This design comes from an exercise in tuning for small area and a short achievable clock period on the open sky130 flow, not from production work. At most, simulation tests tie the RTL to the original design; equivalence was not proved. No driver is modelled on the clock port, so clocking that relies on it looks cheaper here than on a real chip. No activity file was given, so power comes from the tool's default toggle rates.

Design top, start of the top module:
module top(
	input clk_i,
	input rstn_i,
	input acc_en_i,
	input wr_en_i,
	input [2:0] addr_i,
	input [15:0] wdata_i,
	input input1_i,
	input input2_i,
	input input3_i,
	input input4_i,
	input input5_i,
	input input6_i,
	input input7_i,
	input input8_i,
	input input9_i,
	input input10_i,
	input input11_i,
	input input12_i,
	input input13_i,
	input input14_i,
	input input15_i,
	output [15:0] rdata_o,
	output output_o
);
For scale: about 130 flip-flops, roughly 55 I/O pins.
clock: 25.0 ns
lec_check: 0
cap_margin: 20
core_margin: 2
core_utilization: 70
cts_buf_list: sky130_fd_sc_hd__clkbuf_4 sky130_fd_sc_hd__clkbuf_8
cts_cluster_diameter: 60
cts_cluster_size: 30
slew_margin: 20
synth_hierarchical: 1
synth_minimum_keep_size: 0
standard.sh (not shown) runs the stock make flow with config.mk's settings and CLKGATE_MAP_FILE= SYNTH_SCRIPT=/design/flow/synth_recipe.tcl, a recipe that flattens the netlist after the stock synthesis.
==> flow/flow/run.sh <==
#!/bin/bash
# Layout flow: the standard ORFS flow, with port buffers of a plain buffer
# cell, a clock tree without dummy loads whose lightly loaded leaf buffers get
# a smaller cell (flow/post_cts.tcl), and timing repair aimed at a larger setup
# margin using only gate sizing and pin swaps. Clock period and constraints are
# the standard flow's own.
set -euo pipefail
W=$(pwd)
export POST_CTS_TCL="$W/flow/post_cts.tcl"
export SMALL_CLKBUF_MAX_SLEW=0.095
bash standard.sh \
  "BUFFER_PORTS_ARGS=-buffer_cell sky130_fd_sc_hd__buf_2" \
  "CTS_ARGS=-sink_clustering_enable -repair_clock_nets -dont_use_dummy_load -buf_list {sky130_fd_sc_hd__clkbuf_8}" \
  "SETUP_SLACK_MARGIN=13.8" "SETUP_MOVE_SEQUENCE=sizeup,swap" \
  finish > "$W/flow_make.log" 2>&1
==> flow/flow/post_cts.tcl <==
# After CTS: a leaf clock buffer gets the smallest clock buffer cell with which
# the clock pins it drives keep a slew below SMALL_CLKBUF_MAX_SLEW (ns). A
# smaller cell fits where the larger one was placed.
set max_slew 0.095
if {[info exists ::env(SMALL_CLKBUF_MAX_SLEW)]} { set max_slew $::env(SMALL_CLKBUF_MAX_SLEW) }
set_propagated_clock [all_clocks]
foreach inst [get_cells clkbuf_*] {
  set orig [get_property $inst ref_name]
  if {$orig != "sky130_fd_sc_hd__clkbuf_8"} { continue }
  set net [get_nets -of_objects [get_pins -of_objects $inst -filter "direction==output"]]
  set loads [get_pins -of_objects $net -filter "direction==input"]
  set leaf 1
  foreach p $loads {
    if {[string match "*clkbuf*" [get_full_name $p]]} { set leaf 0 }
  }
  if {!$leaf} { continue }
  set done 0
  foreach cell {sky130_fd_sc_hd__clkbuf_2 sky130_fd_sc_hd__clkbuf_4} {
    replace_cell $inst $cell
    estimate_parasitics -placement
    set ms 0
    foreach p $loads {
      set s [get_property $p slew_max]
      if {$s > $ms} { set ms $s }
    }
    if {$ms <= $max_slew} { set done 1; break }
  }
  if {!$done} { replace_cell $inst $orig }
}
estimate_parasitics -placement
The starting point went through all stages and came out clean.
Next try:
Settings changed: CORE_UTILIZATION 70 to 78.
Effect: Global-route usage rises by 3.9 points; fmax falls slightly; wire length rises by a few percent; hold slack gets worse by 0.014 ns.

---

Another version of the RTL of top (not shown whole).
Size: about 130 flip-flops, about 55 I/O pins, roughly 6700 sq um of cells after synthesis.
Settings: LEC_CHECK=0, CAP_MARGIN=20, CORE_MARGIN=2, CORE_UTILIZATION=70, CTS_BUF_LIST=sky130_fd_sc_hd__clkbuf_4 sky130_fd_sc_hd__clkbuf_8, CTS_CLUSTER_DIAMETER=60, CTS_CLUSTER_SIZE=30, SLEW_MARGIN=20, SYNTH_HIERARCHICAL=1, SYNTH_MINIMUM_KEEP_SIZE=0; clock period 25.0 ns.
==> flow/flow/run.sh <==
#!/bin/bash
# Layout flow: the standard ORFS flow, with port buffers of a plain buffer
# cell, a clock tree without dummy loads, and timing repair tuned (sizing
# only, power recovery on). Clock period and constraints are the standard flow's own.
set -euo pipefail
W=$(pwd)
bash standard.sh \
  "BUFFER_PORTS_ARGS=-buffer_cell sky130_fd_sc_hd__buf_2" \
  "CTS_ARGS=-sink_clustering_enable -repair_clock_nets -dont_use_dummy_load -buf_list {sky130_fd_sc_hd__clkbuf_8}" \
  "RECOVER_POWER=100" "SETUP_SLACK_MARGIN=13.8" "SETUP_MOVE_SEQUENCE=sizeup,swap" \
  finish > "$W/flow_make.log" 2>&1
The baseline finished but fails on capacitance limit, slew limit.
==> next run, changes <==
==> flow/flow/run.sh (replaced) <==
#!/bin/bash
# Layout flow: the standard ORFS flow, with port buffers of a plain buffer
# cell, a clock tree without dummy loads whose lightly loaded leaf buffers get
# a smaller cell (flow/post_cts.tcl), and timing repair aimed at a larger setup
# margin using only gate sizing and pin swaps. Clock period and constraints are
# the standard flow's own.
set -euo pipefail
W=$(pwd)
export POST_CTS_TCL="$W/flow/post_cts.tcl"
export SMALL_CLKBUF_MAX_SLEW=0.095
bash standard.sh \
  "BUFFER_PORTS_ARGS=-buffer_cell sky130_fd_sc_hd__buf_2" \
  "CTS_ARGS=-sink_clustering_enable -repair_clock_nets -dont_use_dummy_load -buf_list {sky130_fd_sc_hd__clkbuf_8}" \
  "SETUP_SLACK_MARGIN=13.8" "SETUP_MOVE_SEQUENCE=sizeup,swap" \
  finish > "$W/flow_make.log" 2>&1
==> flow/flow/post_cts.tcl (new file) <==
# After CTS: a leaf clock buffer gets a smaller clock buffer cell when the
# clock pins it drives keep a slew below SMALL_CLKBUF_MAX_SLEW (ns) with it.
# The smaller cell fits where the larger one was placed.
set max_slew 0.095
if {[info exists ::env(SMALL_CLKBUF_MAX_SLEW)]} { set max_slew $::env(SMALL_CLKBUF_MAX_SLEW) }
set_propagated_clock [all_clocks]
foreach inst [get_cells clkbuf_*] {
  if {[get_property $inst ref_name] != "sky130_fd_sc_hd__clkbuf_8"} { continue }
  set net [get_nets -of_objects [get_pins -of_objects $inst -filter "direction==output"]]
  set loads [get_pins -of_objects $net -filter "direction==input"]
  set leaf 1
  foreach p $loads {
    if {[string match "*clkbuf*" [get_full_name $p]]} { set leaf 0 }
  }
  if {!$leaf} { continue }
  replace_cell $inst sky130_fd_sc_hd__clkbuf_4
  estimate_parasitics -placement
  set ms 0
  foreach p $loads {
    set s [get_property $p slew_max]
    if {$s > $ms} { set ms $s }
  }
  if {$ms > $max_slew} {
    replace_cell $inst sky130_fd_sc_hd__clkbuf_8
  }
}
estimate_parasitics -placement
Result: This time the run passed the timing, design-rule and antenna checks. Sequential share of layout area is lower by 0.52 points. Routed wire length is about the same. Global-route usage hardly moves.

---

top again, from the RTL that the note above started with.
Settings: LEC_CHECK=0, CAP_MARGIN=20, CORE_MARGIN=2, CORE_UTILIZATION=85, CTS_BUF_LIST=sky130_fd_sc_hd__clkbuf_4 sky130_fd_sc_hd__clkbuf_8, CTS_CLUSTER_DIAMETER=60, CTS_CLUSTER_SIZE=30, SLEW_MARGIN=20, SYNTH_HIERARCHICAL=1, SYNTH_MINIMUM_KEEP_SIZE=0; clock period 25.0 ns.
==> flow/flow/run.sh <==
#!/bin/bash
# Layout flow: the standard ORFS flow, with port buffers of a plain buffer
# cell, a clock tree without dummy loads whose lightly loaded leaf buffers get
# a smaller cell (flow/post_cts.tcl), and timing repair aimed at a larger setup
# margin using only gate sizing and pin swaps. Clock period and constraints are
# the standard flow's own.
set -euo pipefail
W=$(pwd)
export POST_CTS_TCL="$W/flow/post_cts.tcl"
export SMALL_CLKBUF_MAX_SLEW=0.095
bash standard.sh \
  "BUFFER_PORTS_ARGS=-buffer_cell sky130_fd_sc_hd__buf_2" \
  "CTS_ARGS=-sink_clustering_enable -repair_clock_nets -dont_use_dummy_load -buf_list {sky130_fd_sc_hd__clkbuf_8}" \
  "SETUP_SLACK_MARGIN=13.8" "SETUP_MOVE_SEQUENCE=sizeup,swap" \
  finish > "$W/flow_make.log" 2>&1
==> flow/flow/post_cts.tcl <==
# After CTS: a leaf clock buffer gets a smaller clock buffer cell when the
# clock pins it drives keep a slew below SMALL_CLKBUF_MAX_SLEW (ns) with it.
# The smaller cell fits where the larger one was placed.
set max_slew 0.095
if {[info exists ::env(SMALL_CLKBUF_MAX_SLEW)]} { set max_slew $::env(SMALL_CLKBUF_MAX_SLEW) }
set_propagated_clock [all_clocks]
foreach inst [get_cells clkbuf_*] {
  if {[get_property $inst ref_name] != "sky130_fd_sc_hd__clkbuf_8"} { continue }
  set net [get_nets -of_objects [get_pins -of_objects $inst -filter "direction==output"]]
  set loads [get_pins -of_objects $net -filter "direction==input"]
  set leaf 1
  foreach p $loads {
    if {[string match "*clkbuf*" [get_full_name $p]]} { set leaf 0 }
  }
  if {!$leaf} { continue }
  replace_cell $inst sky130_fd_sc_hd__clkbuf_4
  estimate_parasitics -placement
  set ms 0
  foreach p $loads {
    set s [get_property $p slew_max]
    if {$s > $ms} { set ms $s }
  }
  if {$ms > $max_slew} {
    replace_cell $inst sky130_fd_sc_hd__clkbuf_8
  }
}
estimate_parasitics -placement
The baseline passed the timing, design-rule and antenna checks.
Change:
--- a/flow/flow/run.sh
+++ b/flow/flow/run.sh
@@ -2 +2 @@
-# Layout flow: the standard ORFS flow, with port buffers of a plain buffer
+# Layout flow: the standard ORFS flow, with port buffers of the smallest buffer
@@ -12 +12 @@
-  "BUFFER_PORTS_ARGS=-buffer_cell sky130_fd_sc_hd__buf_2" \
+  "BUFFER_PORTS_ARGS=-buffer_cell sky130_fd_sc_hd__buf_1" \
Settings changed: CORE_UTILIZATION 85 to 70.
After rerunning:
- The changed run finished with timing, DRC and antenna clean
- sequential power barely changes
- area after synthesis stays the same
- non-clock buffer count went up by 2
- design area barely changes
- sequential share of layout area is about the same
- core utilization goes down by 16 points
- setup slack gets better by 0.10 ns

---

Setup of job 4258:
Another version of the RTL of top (not shown whole).
Size in the first run: about 920 cells after synthesis, about 130 flip-flops, ~55 I/O pins, roughly 8700 um^2 of cells after synthesis.
clock: 25.0 ns
lec_check: 0
cap_margin: 20
core_margin: 2
core_utilization: 40
slew_margin: 20
run.sh (not shown) runs the stock make flow with config.mk's settings and CLKGATE_MAP_FILE= SYNTH_SCRIPT=/design/flow/synth_recipe.tcl, a recipe that flattens the netlist after the stock synthesis.
Stock flow here: none of the scripts above is used.
Here is what was changed in the inputs of job 2041 compared with job 4258.
- CTS_BUF_LIST: unset -> sky130_fd_sc_hd__clkbuf_4 sky130_fd_sc_hd__clkbuf_8
- CTS_CLUSTER_DIAMETER: unset -> 60
- CTS_CLUSTER_SIZE: unset -> 30
- CORE_UTILIZATION: 40 -> 70
Findings:
The lower worst setup slack for register-to-register paths came out of job 4258.
Relative to job 4258, the combinational power of job 2041 is higher by about 2%.
Job 2041 vs job 4258: maximum vdd ir drop up by more than 10%
Function was not checked in any run of this note: the RTL went through the layout flow alone.

static timing again, ports no longer ideal:
No port has a modelled driver above. Below, the same layouts with a new extraction and two added sets of constraints. Step 1: set_driving_cell puts a clkbuf_16 on clk_i and a buf_2 on each other input, an assumption about the parent block. Step 2 times the ports against the registers' clock, not the clock port: input delays grow and output delays shrink by t, the midpoint of the rising clock arrivals with the driver on. Slacks: ideal / step 1 / step 2; pairs: ideal / step 1.
| run | shift t [ns] | slack for setup (ns) | worst hold slack (ns) | worst setup path after step 2 | worst register clock-pin slew, ns |
|---|---|---|---|---|---|
| the first run of note 1 | 0.427 | 13.823 / 13.792 / 13.730 | 0.475 / 0.475 / 0.475 | input to register | 0.09 / 0.09 |
| the second run of note 1 | 0.435 | 13.767 / 13.721 / 13.721 | 0.461 / 0.461 / 0.461 | input to output | 0.11 / 0.11 |
| the first run of note 2 | 0.457 | 11.453 / 11.426 / 11.426 | 0.474 / 0.474 / 0.474 | input to output | 0.08 / 0.08 |
| the second run of note 2 | 0.433 | 13.416 / 13.353 / 13.353 | 0.491 / 0.491 / 0.491 | input to output | 0.09 / 0.09 |
| the first run of note 3 | 0.442 | 12.956 / 12.883 / 12.883 | 0.531 / 0.531 / 0.531 | input to output | 0.10 / 0.10 |
| the second run of note 3 | 0.429 | 13.058 / 13.008 / 13.008 | 0.482 / 0.482 / 0.482 | input to output | 0.09 / 0.09 |
| job 4258 | 0.481 | 12.125 / 12.100 / 12.100 | 0.485 / 0.485 / 0.485 | input to output | 0.08 / 0.08 |
| job 2041 | 0.493 | 12.128 / 12.105 / 12.105 | 0.500 / 0.500 / 0.500 | input to output | 0.09 / 0.09 |
For the first run of note 1, which loses most, drivers alone change the setup slack by -0.031 ns; drivers and shift together by -0.093 ns.
